From an optimization exercise on the open Yosys and OpenROAD flow, aimed at small area, a short achievable clock period and few clock cycles per item; shortcuts taken in it are not production practice. In this exercise RTL edits were held to simulation tests only and were not proved equivalent to the original. Power figures rest on the tool's default switching activity, not on a simulated workload.

==> inputs of exp/amber <==
## matrix_multiplier_v2
module matrix_multiplier_v2
# (
    parameter ADDR_WIDTH = 17,
    parameter DATA_WIDTH = 32
)
(
    input clk,
    input rst,
    input start,
    input [DATA_WIDTH - 1 : 0] x_data,
    input [DATA_WIDTH - 1 : 0] y_data,
    input [ADDR_WIDTH - 1 : 0] x_rows,
    input [ADDR_WIDTH - 1 : 0] y_cols,
    input [ADDR_WIDTH - 1 : 0] x_cols_y_rows,
    output reg [ADDR_WIDTH - 1 : 0] x_addr,
    output reg [ADDR_WIDTH - 1 : 0] y_addr,
    output reg [ADDR_WIDTH - 1 : 0] z_addr,
    output reg [DATA_WIDTH - 1 : 0] z_data,
    output reg z_wen,
    output reg busy
);
localparam AW = ADDR_WIDTH;
localparam DW = DATA_WIDTH;
localparam MW = 167;
localparam ND = 16;
reg          act;        
reg          kz;         
reg          k1, c1;     
reg          fst;        
reg          lk, lc, lr; 
reg [AW-1:0] kcnt;       
reg [AW-1:0] ccnt;       
reg [AW-1:0] rcnt;       
reg [AW-1:0] col;        
reg [AW-1:0] rowbase;    
wire [AW-1:0] col_inc = col + 1'b1;
wire [AW-1:0] x_inc   = x_addr + 1'b1;
always @(posedge clk) begin
    if (rst)
        act <= 1'b0;
    else if (start)
        act <= (x_rows != 0) && (y_cols != 0);
    else if (lk && lc && lr)
        act <= 1'b0;
end
always @(posedge clk) begin
    if (start) begin
        kz      <= (x_cols_y_rows == 0);
        k1      <= (x_cols_y_rows == 1);
        c1      <= (y_cols == 1);
        lk      <= (x_cols_y_rows == 0) || (x_cols_y_rows == 1);
  ...
==> module matrix_multiplier_v2, before the edit <==
module matrix_multiplier_v2
# (
    parameter ADDR_WIDTH = 17,
    parameter DATA_WIDTH = 32
)
(
    input clk,
    input rst,
    input start,
    input [DATA_WIDTH - 1 : 0] x_data,
    input [DATA_WIDTH - 1 : 0] y_data,
    input [ADDR_WIDTH - 1 : 0] x_rows,
    input [ADDR_WIDTH - 1 : 0] y_cols,
    input [ADDR_WIDTH - 1 : 0] x_cols_y_rows,
    output reg [ADDR_WIDTH - 1 : 0] x_addr,
    output reg [ADDR_WIDTH - 1 : 0] y_addr,
    output reg [ADDR_WIDTH - 1 : 0] z_addr,
    output reg [DATA_WIDTH - 1 : 0] z_data,
    output reg z_wen,
    output reg busy
);
localparam AW = ADDR_WIDTH;
localparam DW = DATA_WIDTH;
localparam MW = 167;
localparam ND = 16;
reg          act;        
reg          kz;         
reg          k1, c1;     
reg          fst;        
reg          lk, lc, lr; 
reg [AW-1:0] kcnt;       
reg [AW-1:0] ccnt;       
reg [AW-1:0] rcnt;       
reg [AW-1:0] col;        
reg [AW-1:0] rowbase;    
wire [AW-1:0] col_inc = col + 1'b1;
wire [AW-1:0] x_inc   = x_addr + 1'b1;
always @(posedge clk) begin
    if (rst)
        act <= 1'b0;
    else if (start)
        act <= (x_rows != 0) && (y_cols != 0);
    else if (lk && lc && lr)
        act <= 1'b0;
end
always @(posedge clk) begin
    if (start) begin
        kz      <= (x_cols_y_rows == 0);
        k1      <= (x_cols_y_rows == 1);
        c1      <= (y_cols == 1);
        lk      <= (x_cols_y_rows == 0) || (x_cols_y_rows == 1);
        lc      <= (y_cols == 1);
        lr      <= (x_rows == 1);
        kcnt    <= x_cols_y_rows;
        ccnt    <= y_cols;
        rcnt    <= x_rows;
        col     <= {AW{1'b0}};
        rowbase <= {AW{1'b0}};
        x_addr  <= {AW{1'b0}};
        y_addr  <= {AW{1'b0}};
        fst     <= 1'b1;
    end else begin
        fst <= lk;
        if (!lk) begin
            kcnt   <= kcnt - 1'b1;
            lk     <= (kcnt == 2);
            x_addr <= x_inc;
            y_addr <= y_addr + y_cols;
        end else begin
            kcnt <= x_cols_y_rows;
            lk   <= kz | k1;
            if (!lc) begin
                ccnt   <= ccnt - 1'b1;
                lc     <= (ccnt == 2);
                col    <= col_inc;
                y_addr <= col_inc;
                x_addr <= rowbase;
            end else begin
                ccnt    <= y_cols;
                lc      <= c1;
                col     <= {AW{1'b0}};
                y_addr  <= {AW{1'b0}};
                rcnt    <= rcnt - 1'b1;
                lr      <= (rcnt == 2);
                rowbase <= x_inc;
                x_addr  <= x_inc;
            end
        end
    end
end
reg v1, f1, l1;                      
reg v2, f2, l2;                      
reg [DW-1:0] a_r;
reg [ND-1:0] one_r, two_r, neg_r;    
reg v3, f3, l3;                      
reg [MW-1:0] mid_r;
reg v4, l4;                          
reg [DW-1:0] acc_s, acc_c;
wire [MW-1:0] mid;
wire [DW-1:0] nxt_s, nxt_c;
mul_pp_tree mul_pp_tree
(
    .A(a_r),
    .ONE(one_r),
    .TWO(two_r),
    .NEG(neg_r),
    .MID(mid)
);
mac_tree mac_tree
(
    .MID(mid_r),
    .ACC(f3 ? {DW{1'b0}} : acc_s),
    .ACC2(f3 ? {DW{1'b0}} : acc_c),
    .S(nxt_s),
    .C(nxt_c)
);
always @(posedge clk) begin
    if (rst) begin
        v1 <= 1'b0; v2 <= 1'b0; v3 <= 1'b0; v4 <= 1'b0;
        z_wen <= 1'b0;
        busy  <= 1'b0;
    end else begin
        v1 <= act;
        v2 <= v1;
        v3 <= v2;
        v4 <= v3;
        z_wen <= v4 & l4;
        busy  <= (start & (x_rows != 0) & (y_cols != 0)) | act | v1 | v2 | v3 | v4;
    end
end
wire [DW:0] yb = {y_data, 1'b0};
integer i;
always @(posedge clk) begin
    for (i = 0; i < ND; i = i + 1) begin
        one_r[i] <= yb[2*i+1] ^ yb[2*i];
        two_r[i] <= (yb[2*i+2] ^ yb[2*i+1]) & ~(yb[2*i+1] ^ yb[2*i]);
        neg_r[i] <= yb[2*i+2] & ~(yb[2*i+1] & yb[2*i]);
    end
end
always @(posedge clk) begin
    f1 <= fst;    l1 <= lk;
    f2 <= f1;     l2 <= l1;
    f3 <= f2;     l3 <= l2;
    l4 <= l3;
    a_r <= kz ? {DW{1'b0}} : x_data;
    mid_r <= mid;
    acc_s <= nxt_s;
    acc_c <= nxt_c;
    z_data <= acc_s + acc_c;
end
always @(posedge clk) begin
    if (start)
        z_addr <= {AW{1'b0}};
    else if (z_wen)
        z_addr <= z_addr + 1'b1;
end
endmodule
export LEC_CHECK = 0
export CAP_MARGIN = 20
export CORE_MARGIN = 2
export CORE_UTILIZATION = 60
export CTS_CLUSTER_DIAMETER = 100
export CTS_CLUSTER_SIZE = 20
export SLEW_MARGIN = 20
export SYNTH_HIERARCHICAL = 1
export SYNTH_MINIMUM_KEEP_SIZE = 0
create_clock -name core_clock -period 8.5 [get_ports {clk}]
standard.sh (not shown) runs the stock make flow with config.mk's settings and CLKGATE_MAP_FILE= SYNTH_SCRIPT=/design/flow/synth_recipe.tcl, a recipe that flattens the netlist after the stock synthesis.
==> flow/flow/run.sh <==
#!/bin/bash
# The standard layout, with the ports buffered by a plain buffer
# instead of the delay cell buffer_ports picks by default.
set -euo pipefail
bash standard.sh "BUFFER_PORTS_ARGS=-buffer_cell sky130_fd_sc_hd__buf_2" SETUP_SLACK_MARGIN=5.8 finish > standard.log 2>&1
==> exp/onyx (differences from exp/amber) <==
--- a/flow/design.v
+++ b/flow/design.v
@@ -927,3 +927,3 @@
 reg [AW-1:0] kcnt;       
-reg [AW-1:0] ccnt;       
+reg [AW-1:0] cm1;        
 reg [AW-1:0] rcnt;       
@@ -950,3 +950,3 @@
         kcnt    <= x_cols_y_rows;
-        ccnt    <= y_cols;
+        cm1     <= y_cols - 1'b1;
         rcnt    <= x_rows;
@@ -963,3 +963,3 @@
             x_addr <= x_inc;
-            y_addr <= y_addr + y_cols;
+            y_addr <= y_addr + cm1 + 1'b1;
         end else begin
@@ -968,4 +968,3 @@
             if (!lc) begin
-                ccnt   <= ccnt - 1'b1;
-                lc     <= (ccnt == 2);
+                lc     <= (col_inc == cm1);
                 col    <= col_inc;
@@ -974,3 +973,2 @@
             end else begin
-                ccnt    <= y_cols;
                 lc      <= c1;
==> flow/flow/run.sh (replaced) <==
#!/bin/bash
# The standard layout, with the ports buffered by a plain buffer
# instead of the delay cell buffer_ports picks by default.
set -euo pipefail
bash standard.sh "BUFFER_PORTS_ARGS=-buffer_cell sky130_fd_sc_hd__buf_1" SETUP_SLACK_MARGIN=5.65 finish > standard.log 2>&1
Settings changed: CORE_UTILIZATION 60 to 75.
==> exp/juniper (differences from exp/amber) <==
--- a/flow/design.v
+++ b/flow/design.v
@@ -927,3 +927,3 @@
 reg [AW-1:0] kcnt;       
-reg [AW-1:0] ccnt;       
+reg [AW-1:0] cm1;        
 reg [AW-1:0] rcnt;       
@@ -950,3 +950,3 @@
         kcnt    <= x_cols_y_rows;
-        ccnt    <= y_cols;
+        cm1     <= y_cols - 1'b1;
         rcnt    <= x_rows;
@@ -963,3 +963,3 @@
             x_addr <= x_inc;
-            y_addr <= y_addr + y_cols;
+            y_addr <= y_addr + cm1 + 1'b1;
         end else begin
@@ -968,4 +968,3 @@
             if (!lc) begin
-                ccnt   <= ccnt - 1'b1;
-                lc     <= (ccnt == 2);
+                lc     <= (col_inc == cm1);
                 col    <= col_inc;
@@ -974,3 +973,2 @@
             end else begin
-                ccnt    <= y_cols;
                 lc      <= c1;
==> flow/flow/run.sh (replaced) <==
#!/bin/bash
# The standard layout, with the ports buffered by a plain buffer
# instead of the delay cell buffer_ports picks by default.
set -euo pipefail
bash standard.sh "BUFFER_PORTS_ARGS=-buffer_cell sky130_fd_sc_hd__buf_1" SETUP_SLACK_MARGIN=5.65 finish > standard.log 2>&1
Settings changed: CORE_UTILIZATION 60 to 75, CTS_CLUSTER_SIZE 20 to 28, GPL_TIMING_DRIVEN set to 0.
==> exp/xenon (differences from exp/amber) <==
--- a/flow/design.v
+++ b/flow/design.v
@@ -927,3 +927,3 @@
 reg [AW-1:0] kcnt;       
-reg [AW-1:0] ccnt;       
+reg [AW-1:0] cm1;        
 reg [AW-1:0] rcnt;       
@@ -950,3 +950,3 @@
         kcnt    <= x_cols_y_rows;
-        ccnt    <= y_cols;
+        cm1     <= y_cols - 1'b1;
         rcnt    <= x_rows;
@@ -963,3 +963,3 @@
             x_addr <= x_inc;
-            y_addr <= y_addr + y_cols;
+            y_addr <= y_addr + cm1 + 1'b1;
         end else begin
@@ -968,4 +968,3 @@
             if (!lc) begin
-                ccnt   <= ccnt - 1'b1;
-                lc     <= (ccnt == 2);
+                lc     <= (col_inc == cm1);
                 col    <= col_inc;
@@ -974,3 +973,2 @@
             end else begin
-                ccnt    <= y_cols;
                 lc      <= c1;
==> flow/flow/run.sh (replaced) <==
#!/bin/bash
# The standard layout, with the ports buffered by a plain buffer
# instead of the delay cell buffer_ports picks by default.
set -euo pipefail
bash standard.sh "BUFFER_PORTS_ARGS=-buffer_cell sky130_fd_sc_hd__buf_1" SETUP_SLACK_MARGIN=5.65 finish > standard.log 2>&1
Settings changed: ABC_AREA set to 1, CORE_UTILIZATION 60 to 75.
==> summary.txt <==
Against exp/juniper, the first-iteration DRC count of exp/xenon is smaller by about 12%. Synthesized area: exp/juniper is smaller than exp/xenon (about 3.6%). Against exp/onyx, the via count of exp/juniper is higher by about 13%. Final cell count, lowest first: exp/onyx, exp/amber, exp/juniper, exp/xenon. Between exp/xenon and exp/onyx, the lower critical path depth is in exp/xenon (gap 3). The lowest register-to-register slack belongs to exp/juniper, the highest to exp/amber. The highest routed wire length belongs to exp/juniper, the lowest to exp/onyx. exp/juniper went through all stages and came out clean. exp/onyx passed the timing, design-rule and antenna checks. exp/xenon completed with no timing, DRC or antenna violations. exp/amber completed with no timing, DRC or antenna violations. Non-clock buffer count: exp/xenon < exp/onyx < exp/amber < exp/juniper. Design area: exp/juniper is higher than exp/amber (1.3%). Sequential power is about the same in exp/onyx and exp/amber.
Testbench counts of exp/amber, summed over its fixed seeds: cycles 9,759, items 95.
Testbench counts of exp/onyx, summed over its fixed seeds: cycles 9,759, items 95.
Testbench counts of exp/juniper, summed over its fixed seeds: cycles 9,759, items 95.
Testbench counts of exp/xenon, summed over its fixed seeds: cycles 9,759, items 95.

## separate check: timing with driven ports
In the flow no input, the clock included, has a driving cell. The finished layouts below were timed again as built, in two steps. Step 1, drivers: a clkbuf_16 drives clk and a buf_2 each remaining input, both assumed. Step 2 also shifts input and output timing later by t, the mid clock arrival at the registers, as if the neighbouring blocks saw the same clock. a / b / c = ideal ports / drivers / drivers and shift; a / b = the first two.
run	t, ns	setup slack, ns	worst setup path after step 2	clock arrival spread, ns
exp/amber	0.664	5.531 / 5.552 / 4.888	input to register	0.020 / 0.020
exp/onyx	0.651	5.663 / 5.615 / 5.075	input to register	0.033 / 0.033
exp/juniper	0.628	5.537 / 5.537 / 5.109	input to register	0.020 / 0.020
exp/xenon	0.656	5.588 / 5.588 / 5.153	input to register	0.029 / 0.028
After both steps setup and hold are still met in every run listed. For exp/amber, which loses most, drivers alone change the setup slack by +0.021 ns; drivers and shift together by -0.643 ns.
